Background: an optimization exercise with open tools, aiming at small area. Do not read the settings as production practice. The RTL was checked by simulation tests, not by an equivalence proof against the original design. Power is estimated from default activity; no workload was simulated.

## wip/yarrow
// Config
module Config (CLK, RST, Rx, ComActive, ReceiveLED, s_clk, s_data, SelfWriteData, SelfWriteStrobe, ConfigWriteData, ConfigWriteStrobe, FrameAddressRegister, LongFrameStrobe, RowSelect);
	input CLK;
	input RST;  
	input Rx;
	output ComActive;
	output ReceiveLED;
	input s_clk;
	input s_data;
	input [31:0] SelfWriteData;
	input SelfWriteStrobe;
	output [31:0] ConfigWriteData;
	output ConfigWriteStrobe;
	output reg [31:0] FrameAddressRegister;
	output LongFrameStrobe;
	output [4:0] RowSelect;
	localparam TimeOutEnd = 15'h5922;  
	localparam TestFileChecksum = 20'h4FB00;
	localparam WaitForStartBit=4'b0000, DelayAfterStartBit=4'b0001, GetBit0=4'b1000, GetStopBit=4'b0010;
	localparam Idle=3'b000, GetID_00=3'b001, GetID_AA=3'b011, GetID_FF=3'b010, GetCommand=3'b110, EvalCommand=3'b111, GetData=3'b101;
	reg RxLocal;
	reg [4:0] ComCount;
	reg [3:0] ComState;
	reg [7:0] ReceivedWord;      
	reg [2:0] PresentState;
	reg HeaderOK_HexMode;
	reg [14:0] TimeOutCounter;   
	reg [1:0] ByteStage;         
  ...
For scale: roughly 760 cells after synthesis, ~240 flip-flops, roughly 110 I/O pins, roughly 8500 um^2 of cells after synthesis.
clock: 10.0 ns
lec_check: 0
cap_margin: 20
core_margin: 2
core_utilization: 65
place_density: 0.75
slew_margin: 20
synth_hierarchical: 1
standard.sh (not shown) runs the stock make flow with config.mk's settings and CLKGATE_MAP_FILE= SYNTH_SCRIPT=/design/flow/synth_recipe.tcl, a recipe that flattens the netlist after the stock synthesis.
==> flow/flow/run.sh <==
#!/bin/bash
# The standard layout (the standard.sh: standard synthesis, floorplan, power grid,
# tap cells, placement, CTS, routing), with two changes to how cells are chosen:
#  - the port buffers that every input and output gets are sky130_fd_sc_hd__buf_1
#  - CTS uses clkbuf_4 leaf clusters of at most 9 sinks under a clkbuf_8 root and inserts no dummy loads
# ORFS writes each step's full log under orfs/logs/; make's own output goes to flow_make.log.
set -euo pipefail
bash standard.sh \
  "BUFFER_PORTS_ARGS=-buffer_cell sky130_fd_sc_hd__buf_1" \
  "CTS_ARGS=-sink_clustering_enable -repair_clock_nets -dont_use_dummy_load -buf_list sky130_fd_sc_hd__clkbuf_4 -root_buf sky130_fd_sc_hd__clkbuf_8 -sink_clustering_size 9 -sink_clustering_max_diameter 60" \
  finish > flow_make.log 2>&1
Changes in wip/pepper relative to wip/yarrow:
- SLEW_MARGIN changed from 20 to 0
- CAP_MARGIN changed from 20 to 0
-- flow/flow/run.sh --
<<< wip/yarrow, line 5
#  - CTS uses clkbuf_4 leaf clusters of at most 9 sinks under a clkbuf_8 root and inserts no dummy loads
>>> wip/pepper, line 5
#  - CTS builds the clock tree from clkbuf_4 with leaf clusters of at most 10 sinks,
#    and inserts no dummy loads
<<< wip/yarrow, line 10
  "CTS_ARGS=-sink_clustering_enable -repair_clock_nets -dont_use_dummy_load -buf_list sky130_fd_sc_hd__clkbuf_4 -root_buf sky130_fd_sc_hd__clkbuf_8 -sink_clustering_size 9 -sink_clustering_max_diameter 60" \
>>> wip/pepper, line 11
  "CTS_ARGS=-sink_clustering_enable -repair_clock_nets -dont_use_dummy_load -buf_list sky130_fd_sc_hd__clkbuf_4 -sink_clustering_size 10 -sink_clustering_max_diameter 60" \
Delta (wip/pepper minus wip/yarrow): clock network area share went down by 0.43 points; setup slack went down by 0.0083 ns; global-route wire length before repair was more or less identical; total chip power went down by about 2.4%.
Any difference in count of vias placed by the detailed router between wip/yarrow and wip/pepper is small enough to ignore.
wip/pepper vs. wip/yarrow: maximum clock rate ~0 delta; max-slew headroom at the worst pin lower; sequential share of layout area +0.30 points; number of distinct standard cells referenced by the synthesized netlist held steady; combinational group share of total power closely matched the old numbers.
wip/pepper vs wip/yarrow — detailed-route wire length per cell rose 0.46%.

========
== onyx ==
Starting RTL as in the previous note.
export LEC_CHECK = 0
export CAP_MARGIN = 20
export CORE_MARGIN = 2
export CORE_UTILIZATION = 65
export PLACE_DENSITY = 0.75
export SLEW_MARGIN = 20
export SYNTH_HIERARCHICAL = 1
create_clock -name core_clock -period 10.0 [get_ports {CLK}]
==> flow/flow/run.sh <==
#!/bin/bash
# The standard layout (the standard.sh: standard synthesis, floorplan, power grid,
# tap cells, placement, CTS, routing), with two changes to how cells are chosen:
#  - the port buffers that every input and output gets are sky130_fd_sc_hd__buf_1
#  - CTS builds the clock tree from clkbuf_4 leaf clusters of at most 9 sinks under a clkbuf_8 root,
#    and inserts no dummy loads
# ORFS writes each step's full log under orfs/logs/; make's own output goes to flow_make.log.
set -euo pipefail
bash standard.sh \
  "BUFFER_PORTS_ARGS=-buffer_cell sky130_fd_sc_hd__buf_1" \
  "CTS_ARGS=-sink_clustering_enable -repair_clock_nets -dont_use_dummy_load -buf_list sky130_fd_sc_hd__clkbuf_4 -root_buf sky130_fd_sc_hd__clkbuf_8 -sink_clustering_size 9 -sink_clustering_max_diameter 60" \
  finish > flow_make.log 2>&1
onyx reached the end of the flow, and the finished layout is clean on the timing, design-rule and antenna checks.
For indigo, these inputs were changed with respect to onyx:
==> flow/flow/run.sh <==
#!/bin/bash
# The standard layout (the standard.sh: standard synthesis, floorplan, power grid,
# tap cells, placement, CTS, routing), with two changes to how cells are chosen:
#  - the port buffers that every input and output gets are sky130_fd_sc_hd__buf_1
#  - CTS builds the clock tree from clkbuf_4 with leaf clusters of at most 10 sinks,
#    and inserts no dummy loads
# ORFS writes each step's full log under orfs/logs/; make's own output goes to flow_make.log.
set -euo pipefail
bash standard.sh \
  "BUFFER_PORTS_ARGS=-buffer_cell sky130_fd_sc_hd__buf_1" \
  "CTS_ARGS=-sink_clustering_enable -repair_clock_nets -dont_use_dummy_load -buf_list sky130_fd_sc_hd__clkbuf_4 -sink_clustering_size 10 -sink_clustering_max_diameter 60" \
  finish > flow_make.log 2>&1
--- outcome ---
Area enclosed by the die boundary: indigo vs onyx identical. Against onyx, indigo comes in about 2.3% lower on power. Comparing onyx with indigo, the final non-filler cell total came out essentially unchanged. Status: global-route wire length before repair parity (indigo, onyx). The final layout from indigo, which completed every stage, passed the timing, design-rule and antenna checks at the end of the flow. Delta (indigo minus onyx): largest incremental delay on the critical path stayed essentially flat, utilization fell by 0.29 points, sequential cell count stayed essentially flat.
The following lists how zinc was set up differently from indigo:
==> flow/flow/run.sh <==
#!/bin/bash
# The standard layout (the standard.sh: standard synthesis, floorplan, power grid,
# tap cells, placement, CTS, routing), with two changes to how cells are chosen:
#  - the port buffers that every input and output gets are sky130_fd_sc_hd__buf_1
#  - CTS uses clkbuf_16 leaf clusters of at most 30 sinks and inserts no dummy loads
# ORFS writes each step's full log under orfs/logs/; make's own output goes to flow_make.log.
set -euo pipefail
bash standard.sh \
  "BUFFER_PORTS_ARGS=-buffer_cell sky130_fd_sc_hd__buf_1" \
  "CTS_ARGS=-sink_clustering_enable -repair_clock_nets -dont_use_dummy_load -buf_list sky130_fd_sc_hd__clkbuf_16 -sink_clustering_size 30 -sink_clustering_max_diameter 60" \
  finish > flow_make.log 2>&1
### Flow results
Higher final area among zinc and indigo: zinc. Against indigo, zinc reports a part of the power in the clock network that is higher. What zinc reported for internal power summed over all cells has to be multiplied by 0.897 to get the figure for indigo.
For nickel, these inputs were changed with respect to zinc:
==> flow/flow/run.sh <==
#!/bin/bash
# The standard layout (the standard.sh: standard synthesis, floorplan, power grid,
# tap cells, placement, CTS, routing), with two changes to how cells are chosen:
#  - the port buffers that every input and output gets are sky130_fd_sc_hd__buf_1
#  - CTS uses clkbuf_8 leaf clusters of at most 18 sinks and inserts no dummy loads
# ORFS writes each step's full log under orfs/logs/; make's own output goes to flow_make.log.
set -euo pipefail
bash standard.sh \
  "BUFFER_PORTS_ARGS=-buffer_cell sky130_fd_sc_hd__buf_1" \
  "CTS_ARGS=-sink_clustering_enable -repair_clock_nets -dont_use_dummy_load -buf_list sky130_fd_sc_hd__clkbuf_8 -sink_clustering_size 18 -sink_clustering_max_diameter 60" \
  finish > flow_make.log 2>&1
Findings:
- Compared with zinc, nickel shows a lower area overhead of the layout relative to synthesis.
- Global-route track usage on met1 on nickel is down relative to zinc.
- Delta(final instance area, nickel - zinc) < 0
- Arrival time of the worst setup path essentially unchanged between nickel and zinc.
- Re clock buffer count in the final layout: nickel is 3 up on zinc.
- In nickel the clock power share turned out 4.8 points lower than in zinc.
- Between nickel and zinc, the critical path's largest stage delay does not differ in any meaningful way.
> inputs changed (nickel -> garnet)
==> flow/flow/run.sh <==
#!/bin/bash
# The standard layout (the standard.sh: standard synthesis, floorplan, power grid,
# tap cells, placement, CTS, routing), with two changes to how cells are chosen:
#  - the port buffers that every input and output gets are sky130_fd_sc_hd__buf_1
#  - CTS uses clkbuf_4 leaf clusters of at most 8 sinks and inserts no dummy loads
# ORFS writes each step's full log under orfs/logs/; make's own output goes to flow_make.log.
set -euo pipefail
bash standard.sh \
  "BUFFER_PORTS_ARGS=-buffer_cell sky130_fd_sc_hd__buf_1" \
  "CTS_ARGS=-sink_clustering_enable -repair_clock_nets -dont_use_dummy_load -buf_list sky130_fd_sc_hd__clkbuf_4 -sink_clustering_size 8 -sink_clustering_max_diameter 60" \
  finish > flow_make.log 2>&1
--- outcome ---
- [compare] base=nickel new=garnet: combinational power now sits at about the same level, clock share of power saw an increase.
- Re share of cell area taken by muxes after synthesis: no difference whatsoever between garnet and nickel.
- On clock slew at the register clock pins of the worst setup and hold paths, nickel and garnet are neck and neck.
- garnet has register-to-register path setup slack above what nickel had.
- In summary, garnet completed successfully, with a layout that passed the timing, design-rule and antenna checks.
- Per the comparison of garnet with nickel, minimum clock period after layout dropped 45 ps, first-pass GRT wire length climbed about 1.5%, sequential share of layout area dropped 0.17 points, final clock period utilization by the worst path dropped 0.45 points, total power climbed about 1.6%.
- In the tables for nickel and garnet, clock-buffer cell count reads higher with garnet.

afterwards: timing with drivers on the ports:
No port has a modelled driver above. Below, the same layouts with a new extraction and two added sets of constraints. Step 1: set_driving_cell puts a clkbuf_16 on CLK and a buf_2 on each other input, an assumption about the parent block. Step 2 moves the port delays by t, midway between the first and last clock arrival at a register: inputs arrive t later, outputs are due t later. That takes back most of the time a late clock gives input paths. a / b / c = ideal ports / drivers / drivers and shift; a / b = the first two.
| run | t (ns) | slack for setup (ns) | clock arrival spread, ns | worst data-port slew with drivers (ns) | cell pins on the clock port's net |
|---|---|---|---|---|---|
| wip/yarrow | 0.552 | 4.293 / 4.293 / 4.293 | 0.060 / 0.061 | 0.04 | 1 |
| wip/pepper | 0.667 | 4.285 / 4.285 / 4.285 | 0.033 / 0.033 | 0.04 | 1 |
| onyx | 0.552 | 4.293 / 4.293 / 4.293 | 0.060 / 0.061 | 0.04 | 1 |
| indigo | 0.665 | 4.292 / 4.292 / 4.292 | 0.034 / 0.034 | 0.04 | 1 |
| zinc | 0.495 | 4.239 / 4.239 / 4.239 | 0.055 / 0.056 | 0.04 | 1 |
| nickel | 0.531 | 4.258 / 4.258 / 4.258 | 0.062 / 0.062 | 0.04 | 1 |
| garnet | 0.615 | 4.303 / 4.303 / 4.303 | 0.037 / 0.038 | 0.04 | 1 |
After both steps every run listed still meets setup and hold.
